Source: an optimization exercise on an open RTL-to-GDS flow (aim: small area). Production flows keep margins and buffers that such runs may drop.
Only simulation tests tie the RTL to the original design; equivalence was not proved.

## flow/design.v (module list and top-level ports; edited modules follow where they fit)
// module Cordic: 5232 lines
// module FA: 6 lines
// module XO: 5 lines
// module HA: 6 lines
module Cordic(clk,rst,phase_step,xin,yin,xout,yout);
  // ...
==> flow/run.sh <==
#!/bin/bash
# synth_recipe.tcl (not shown) runs the flow's synth.tcl, then flattens the netlist and writes it again
# the make line also repeats each setting of config.mk as NAME=value (left out here)
make -C /OpenROAD-flow-scripts/flow DESIGN_CONFIG=/design/flow/config.mk WORK_HOME=/design/flow/orfs CLKGATE_MAP_FILE= SYNTH_SCRIPT=/design/flow/synth_recipe.tcl finish
==> flow/config.mk <==
export PLATFORM = sky130hd
export DESIGN_NAME = Cordic
export DESIGN_NICKNAME = Cordic
export VERILOG_FILES = /design/flow/design.v
export SDC_FILE = /design/flow/constraint.sdc
export NUM_CORES = 4
export LEC_CHECK = 0
export CAP_MARGIN = 20
export CORE_MARGIN = 2
export CORE_UTILIZATION = 70
export CTS_CLUSTER_DIAMETER = 80
export CTS_CLUSTER_SIZE = 25
export GPL_TIMING_DRIVEN = 0
export SLEW_MARGIN = 20
export SYNTH_HIERARCHICAL = 1
export SYNTH_MINIMUM_KEEP_SIZE = 0
==> flow/constraint.sdc <==
create_clock -name core_clock -period 5.0 [get_ports {clk}]
set_input_delay 1.0000 -clock core_clock [delete_from_list [all_inputs] [get_ports {clk}]]
set_output_delay 1.0000 -clock core_clock [all_outputs]
set_load 0.01 [all_outputs]
==> metrics.md, run 1 <==
| Metric | Value |
|---|---|
| Area-dominant class | `multi-input gates` |
| Crit-path max FO | `8` |
| Placed Cells | `between 7k and 8k` |
| H-tree level count | `3` |
| Antenna cells | `0` |
| Tot GR Track Use | `0.283` |
| Synthesized area per cell | `12.4 µm²` |
| Cells on worst reg2reg path | `16` |
| Met2 Usage GRT | `0.481` |
| Critical path launch point type | `flip-flop` |
| Yosys top cell area share | `0.398` |
| Die Span X | `~320 µm` |
| Post-Synth XOR/XNOR Area | `0.153` |
| CP arrival | `5.54 ns` |
| Fin util | `0.789` |
| Critical path's slowest cell | `or4_4` |
| Hold Startpoint | `Z0[16]` |
| Starting Density | `0.708` |
| Seq_cells | `around 1.4k` |
| Hold Path Stages | `0` |
| Fraction of area in multi-input gates | `0.548` |
| Max reg flops | `32` |
| Vias in the first global route | `43.5k` |
| DRC | `0` |
| Status | `complete, no violations` |
==> run 2, diff against run 1 <==
--- a/flow/config.mk
+++ b/flow/config.mk
@@ -12,3 +12,2 @@
 export CTS_CLUSTER_SIZE = 25
-export GPL_TIMING_DRIVEN = 0
 export SLEW_MARGIN = 20
==> metrics.md, run 2 <==
| Metric | Value |
|---|---|
| Status | `complete, no violations` |
| Max Clk Rate | `between 200 and 250 MHz` |
| Critical path launch point type | `flip-flop` |
| Main area contributors after synthesis | `dfxtp_1 40%, fa_1 23%, xor2_1 11%` |
| CP Class | `reg2reg` |
| Final Instance Area | `slightly below 80000 µm²` |
| Detailed Route Iter0 Violations | `around 1.9k` |
| Crit path buffers/inverters | `1` |
| Vias in the first global route | `42.6k (-2.1%)` |
| Final ANT Viol Nets | `0` |
| DRC | `0 (unchanged)` |
| Post-route insts no fill | `7397` |
| CP most frequent cell | `fa_1` |
| Regs by FF count | `phase_acc x32, Z0 x31` |
| Initial antenna violation count | `1` |
| Leading area contributor after synthesis | `dfxtp_1` |
| Met2 WL | `65400 µm` |
| Synth cell count leaders | `1412 x dfxtp_1, 880 x xor2_1, 820 x fa_1` |
| DP HPWL | `slightly above 100000 µm` |
| CTS tree | `built` |
| Drt wl/cell | `around 18 µm` |
| # rows | `between 100 and 150` |
| Tmin final | `4.84 ns` |
| Area Growth Syn to Fin | `9.62%` |
| Crit-path max FO | `5 (-3)` |
| TritonRoute pass-1 iters | `6` |
| Crit share post-route | `0.968` |
| Synthesized area per cell | `12.4 µm² (unchanged)` |
| Fin util | `0.776 (-0.0137)` |
| Layout cell share with drive strength beyond 1 | `0.0970` |
| Asr flop ratio synth | `0` |
| Antenna cells | `0 (unchanged)` |
| Fin. Hold Viols | `0` |
| Global-route wire length before repair | `between 200000 and 250000 µm` |
| Vias | `roughly 41k` |
| Number of buffers created by CTS | `67` |
| Post-Route Hold Slack | `around 0.33 ns` |
| Final nets | `7314` |
| CP endpoint kind | `flip-flop` |
| Worst Clk Skew | `0.0211 ns` |
| Reg clk slew, reported paths | `approximately 0.090 ns` |
| DR WL met3 | `4130 µm` |
| Largest Register | `phase_acc` |
| Final Max Slew Viols | `0` |
| FF+latch count, synth | `around 1.4k` |
| Worst skew pair latency | `between 0.6 and 0.7 ns` |
| Placed instance area | `about 75000 µm²` |
| Core Area | `~100000 µm²` |
| Synth warn | `7` |
| Crit path cell chain | `xor2_1 -> fa_1 -> fa_1 -> fa_1 -> fa_1 -> fa_1 -> fa_1 -> fa_1 -> or3_1 -> and2_1 -> inv_1 -> nand2_1 -> nor3b_1 -> xor2_1` |
| Tot GR Track Use | `0.259 (-0.0239)` |
| Pre-CTS setup slack | `-0.741 ns` |
| Area of the mapped netlist | `71100 µm²` |
| Post-Route WL | `roughly 130000 µm` |
| Sequential area share after synthesis | `0.398` |
| Top Metal Used | `met4` |
| CP arrival | `5.44 ns (-0.10 ns)` |
| Die area | `104000 µm²` |
| Setup ws final | `approximately 0.16 ns` |
| Relative slew margins | `0.496` |
| Placer Congestion | `roughly 0.9` |
| Max-cap violations | `0` |
| Commonest non-fill, non-tap cell in the layout | `dfxtp_1` |
| Die Span X | `323 µm (unchanged)` |
| Num Clock Sinks | `1412` |
| Least-Margin Pin Slew | `about 0.75 ns` |
| CTS Hold Bufs | `0` |
| Yosys cell types | `~80` |
| EDFF count, synth | `0` |
| Total congestion overflow | `0` |
| Max reg flops | `32 (unchanged)` |
| Vias/cell | `5.48` |
| H-tree level count | `3 (unchanged)` |
| RSZ-0062 raised after global routing | `true` |
| Port-buffer cells | `109` |
| Routed length on met1 | `approximately 57000 µm` |
| Largest net degree at the start of global routing | `52` |
| Setup tns final | `0 ns` |
| Num ports | `110` |
| Critical Path Max Stage Delay | `between 0.4 and 0.5 ns` |
| Worst hold path type | `reg2reg` |
| Clock tree buffer depth | `3` |
| Root buffer cell | `clkbuf_16` |
| Final setup vio count | `0` |
| Synth Instances | `about 5.7k` |
| Commonest cells after routing, fill and taps aside | `1388 x dfxtp_1, 880 x xor2_1, 689 x fa_1` |
| DIE HEIGHT | `~320 µm` |
| CP top delay family | `adder cells` |
| Yosys top cell area share | `0.398 (unchanged)` |
| Top FF cell, synth | `dfxtp_1` |
| Critical path's slowest cell | `fa_1` |
| Required time of the critical path | `approximately 5.6 ns` |
| Most common cell in the synthesized netlist | `dfxtp_1` |
| Placed Cells | `7260 (+0.57%)` |
| Starting Density | `0.708 (unchanged)` |
==> run 2: worst reg2reg max path, delay by kind of cell (launching register included) <==
family / cells / cell delay [ns]
XOR/XNOR: 2 / 0.41
adder cells (fa/ha/maj): 7 / 2.92
buffers and inverters: 1 / 0.09
flip-flops: 1 / 0.41
AND/OR/NAND/NOR: 4 / 0.96
==> run 2: layout make-up <==
type / count / area, µm²
well taps: 1357 / 1700
clock inverters: 11 / 129
multi-input cells: 4058 / 42600
clock buffers: 84 / 1780
inverters: 167 / 687
fillers: 6515 / 22500
flip-flops and latches: 1412 / 28300
repair buffers: 308 / 2700
==> run 2: cells by family (layout without fill, tap and decap cells) <==
kind of cell	after synthesis	count (layout)	synth area share
other	1	11	0.0000528
DFF	1412	1412	0.398
adders and majority gates	1234	1234	0.304
and+or+nand+nor	1129	1129	0.0866
buffers and inverters	284	570	0.0155
xor gates and xnor gates	1240	1240	0.153
muxes	44	44	0.00650
AOI/OAI and AO/OA	400	400	0.0368
==> run 2: final timing paths <==
kind,to,startpoint,cells past startpoint,slack [ns]
max reg2reg,Y18[15],Z17[14],14,0.16
max,Y18[15],Z17[14],14,0.16
min,Z1[21],Z0[21],0,0.33
min reg2reg,Z1[21],Z0[21],0,0.33
==> run 2: metal layers <==
metal,vias up,track usage
met5,-,0
met3,153,0.0291
met1,20142,0.347
li1,19652,-
met2,606,0.455
met4,0,0.0596
==> run 2: per-module statistics from Yosys, one instance, submodules excluded <==
module  cells inside  copies in the design  area, µm²
FA                 1                   820       20.0
XO                 1                   606       8.76
Cordic          3908                     1      44200
HA                 1                   410       12.5
==> run 2: timing repair <==
item                       4_1_cts  5_1_grt
pin swaps                        0        9
setup endpoints to repair        2      100
gates resized for setup          0       44
hold endpoints to repair         0        0
setup buffers                    6       36
==> run 3, diff against run 2 <==
==> flow/flow/run.sh (new file) <==
#!/bin/bash
# Standard layout, but remove the synthesis buffers at floorplan instead of running the
# floorplan-stage timing repair (which upsizes cells against an unplaced, unbuffered netlist).
set -euo pipefail
bash standard.sh REMOVE_ABC_BUFFERS=1 finish > flow_make.log 2>&1
==> flow/standard.sh (new file) <==
#!/bin/bash
# synth_recipe.tcl (not shown) runs the flow's synth.tcl, then flattens the netlist and writes it again
# the make line also repeats each setting of config.mk as NAME=value (left out here)
make -C /OpenROAD-flow-scripts/flow DESIGN_CONFIG=/design/flow/config.mk WORK_HOME=/design/flow/orfs CLKGATE_MAP_FILE= SYNTH_SCRIPT=/design/flow/synth_recipe.tcl "${@:-finish}"
removed: flow/run.sh
==> metrics.md, run 3 <==
| Metric | Value |
|---|---|
| Main area contributors after synthesis | `dfxtp_1 40%, fa_1 23%, xor2_1 11%` |
| Starting Density | `0.708 (unchanged)` |
| CP Class | `reg2reg` |
| Critical path launch point type | `flip-flop` |
| Vias in the first global route | `43.3k (+1.7%)` |
| Largest net degree at the start of global routing | `52 (unchanged)` |
| DP HPWL | `104000 µm (about the same)` |
| Placer Congestion | `0.860 (-1.9%)` |
| FF+latch count, synth | `1412 (unchanged)` |
| Met2 Usage GRT | `0.480 (+0.0250)` |
| Num ports | `110 (unchanged)` |
| Final setup vio count | `0 (unchanged)` |
| Yosys top cell area share | `0.398 (unchanged)` |
| Vias/cell | `5.50 (+0.38%)` |
| Total congestion overflow | `0 (unchanged)` |
| Flop-to-flop setup slack | `0.06 ns (-0.10 ns)` |
| Largest Register | `phase_acc` |
| H-tree level count | `3 (unchanged)` |
| Most common cell in the synthesized netlist | `dfxtp_1` |
| Top FF cell, synth | `dfxtp_1` |
| Crit-path max FO | `10 (+5)` |
| Least-Margin Pin Slew | `0.724 ns (-0.0257 ns)` |
| M1 GR Usage | `0.318 (-0.0294)` |
| DIE HEIGHT | `323 µm (unchanged)` |
| Crit share post-route | `0.988 (+0.0209)` |
| TritonRoute pass-1 iters | `7 (+1)` |
| Commonest cells after routing, fill and taps aside | `1393 x dfxtp_1, 879 x xor2_1, 785 x fa_1` |
| Worst hold path type | `reg2reg` |
| Final ANT Viol Nets | `0 (unchanged)` |
| Final Max Slew Viols | `0 (unchanged)` |
| Relative slew margins | `0.517 (+0.0218)` |
| Required time of the critical path | `5.54 ns (-0.06 ns)` |
| Global-route wire length before repair | `216000 µm (-0.24%)` |
| DRC | `0 (unchanged)` |
| CP endpoint kind | `flip-flop` |
| CTS tree | `built` |
| CP arrival | `5.49 ns (+0.05 ns)` |
| Leading area contributor after synthesis | `dfxtp_1` |
| Number of buffers created by CTS | `68 (+1.5%)` |
| Num Clock Sinks | `1412 (unchanged)` |
| Synth warn | `7 (unchanged)` |
| Synth cell count leaders | `1412 x dfxtp_1, 880 x xor2_1, 820 x fa_1` |
| Die Span X | `323 µm (unchanged)` |
| Vias | `40.7k (+0.25%)` |
| EDFF count, synth | `0 (unchanged)` |
| Die area | `104000 µm² (unchanged)` |
| Antenna cells | `0 (unchanged)` |
| Synth Instances | `5744 (unchanged)` |
| Sequential area share after synthesis | `0.398 (unchanged)` |
| Core Area | `100000 µm² (unchanged)` |
| Post-route insts no fill | `7387 (-0.14%)` |
| GR Util met3 | `0.0298 (+0.000628)` |
| Max reg flops | `32 (unchanged)` |
| Status | `complete, no violations` |
| Yosys cell types | `78 (unchanged)` |
| Tmin final | `4.94 ns (+0.105 ns)` |
| Worst skew pair latency | `0.66 ns (about the same)` |
| Fin. Hold Viols | `0 (unchanged)` |
| RSZ-0062 raised after global routing | `true` |
| Max Clk Rate | `202 MHz (-2.1%)` |
| Area of the mapped netlist | `71100 µm² (unchanged)` |
| Synthesized area per cell | `12.4 µm² (unchanged)` |
| Final nets | `7312 (-0.027%)` |
| Root buffer cell | `clkbuf_16` |
| Drt wl/cell | `17.5 µm (about the same)` |
| Commonest non-fill, non-tap cell in the layout | `dfxtp_1` |
| Asr flop ratio synth | `0 (unchanged)` |
| Port-buffer cells | `109 (unchanged)` |
| Initial antenna violation count | `0 (-1)` |
| Placed Cells | `7286 (+0.36%)` |
| Regs by FF count | `phase_acc x32, Z0 x31` |
| Reg clk slew, reported paths | `0.09 ns (about the same)` |
| # rows | `116 (unchanged)` |
| Post-Route WL | `130000 µm (about the same)` |
| Busiest grt layer | `met2` |
| Clock tree buffer depth | `3 (unchanged)` |
| Tot GR Track Use | `0.259 (-0.000519)` |
| Max-cap violations | `0 (unchanged)` |
| Layout cell share with drive strength beyond 1 | `0.0740 (-0.0231)` |
| Worst Clk Skew | `0.0208 ns (-0.000260 ns)` |
| Detailed Route Iter0 Violations | `1831 (-1.9%)` |
| Area Growth Syn to Fin | `8.87%` |
## run 3: cell counts after synthesis
Identical to the previous run, type by type.
## run 3: cells by family after synthesis
family,after synthesis,synth area share
other,1,0.0000528
XOR/XNOR,1240,0.153
adder cells (fa/ha/maj),1234,0.304
flip-flops,1412,0.398
buffers and inverters,284,0.0155
multiplexers,44,0.00650
AO/OA/AOI/OAI,400,0.0368
AND/OR/NAND/NOR,1129,0.0866
## run 3: modules after synthesis, one instance, submodules excluded
module | cells inside | cell area (µm²) | times used
XO | 1 | 8.76 | 606
Cordic | 3908 | 44200 | 1
FA | 1 | 20.0 | 820
HA | 1 | 12.5 | 410
## run 3: area by class of cell
cell class / instances / area [µm²]
multi-input cells: 4058 / 42100
flip-flops and latches: 1412 / 28300
fillers: 6598 / 23100
repair buffers: 305 / 2740
clock buffers: 76 / 1810
well taps: 1357 / 1700
inverters: 167 / 627
clock inverters: 12 / 140
## run 3: layer usage
metal | share of wire | wire, µm
met1 | 0.41 | 53200
met3 | 0.032 | 4110
met4 | 0.030 | 3890
met5 | 0 | 0
met2 | 0.53 | 68500
## run 3: per-stage QoR
step	hold slack (ns)	TNS (ns)	area, µm²	setup WS, ns	utilization
after floorplan	0.310	-636.64	70600	-2.75	-
after global placement	0.310	-7.53	74900	-0.778	0.746
after detailed placement	0.312	-9.51	74900	-0.801	0.746
after CTS	0.333	0	76900	0.00435	0.766
after global routing	0.339	-0.200	77400	-0.0867	0.770
final	0.333	0	77400	0.0576	0.770
## run 3: worst paths after layout
kind | cells after the start | from | to
worst max-delay path | 15 | Z6[25] | Z7[24]
worst max register to register | 15 | Z6[25] | Z7[24]
worst min register to register | 0 | Z0[20] | Z1[20]
worst min-delay path | 0 | Z0[20] | Z1[20]
## run 3: critical path, cell delays in order (launching register included)
cell     delay, ns
dfxtp_2       0.41
inv_1         0.18
buf_4         0.25
fa_1          0.42
fa_1          0.40
fa_1          0.39
fa_1          0.39
fa_1          0.39
fa_1          0.39
fa_1          0.49
a41oi_2       0.22
nor2_1        0.09
and4_1        0.22
a31o_2        0.25
ha_1          0.18
xor2_1        0.16
## run 3: repair_timing
action / 4_1_cts / 5_1_grt
endpoints found under the setup margin: 38 / 141
pin swaps: 2 / 9
hold buffers: 0 / 0
gates cloned: 0 / 2
resized for setup: 21 / 99
setup buffers: 0 / 11

## what the ideal ports hide
No port has a modelled driver above. Below, the same layouts with a new extraction and two added sets of constraints.
Step 1 (the two cells are an assumption about what drives the block):
set clk [get_ports {clk}]
set_driving_cell -lib_cell sky130_fd_sc_hd__clkbuf_16 $clk
set_driving_cell -lib_cell sky130_fd_sc_hd__buf_2 [delete_from_list [all_inputs] $clk]
Step 2 times the ports against the registers' clock, not the clock port: input delays grow and output delays shrink by t, the midpoint of the rising clock arrivals with the driver on.
a / b / c = ideal / step 1 / step 2; a / b = the first two.
run | t (ns) | setup WS [ns] | hold WS [ns] | pins driven straight from the clock port
run 1 | 0.726 | 0.041 / 0.041 / -0.466 | 0.325 / 0.325 / 0.325 | 1
run 2 | 0.732 | 0.162 / 0.162 / -0.503 | 0.332 / 0.332 / 0.332 | 1
run 3 | 0.726 | 0.058 / 0.058 / -0.486 | 0.333 / 0.333 / 0.333 | 1
With both steps, setup timing fails in every run listed, where it was met with ideal ports. The setup slack of run 2, which loses most, moves by 0.000 ns with the drivers and by -0.665 ns with both steps.
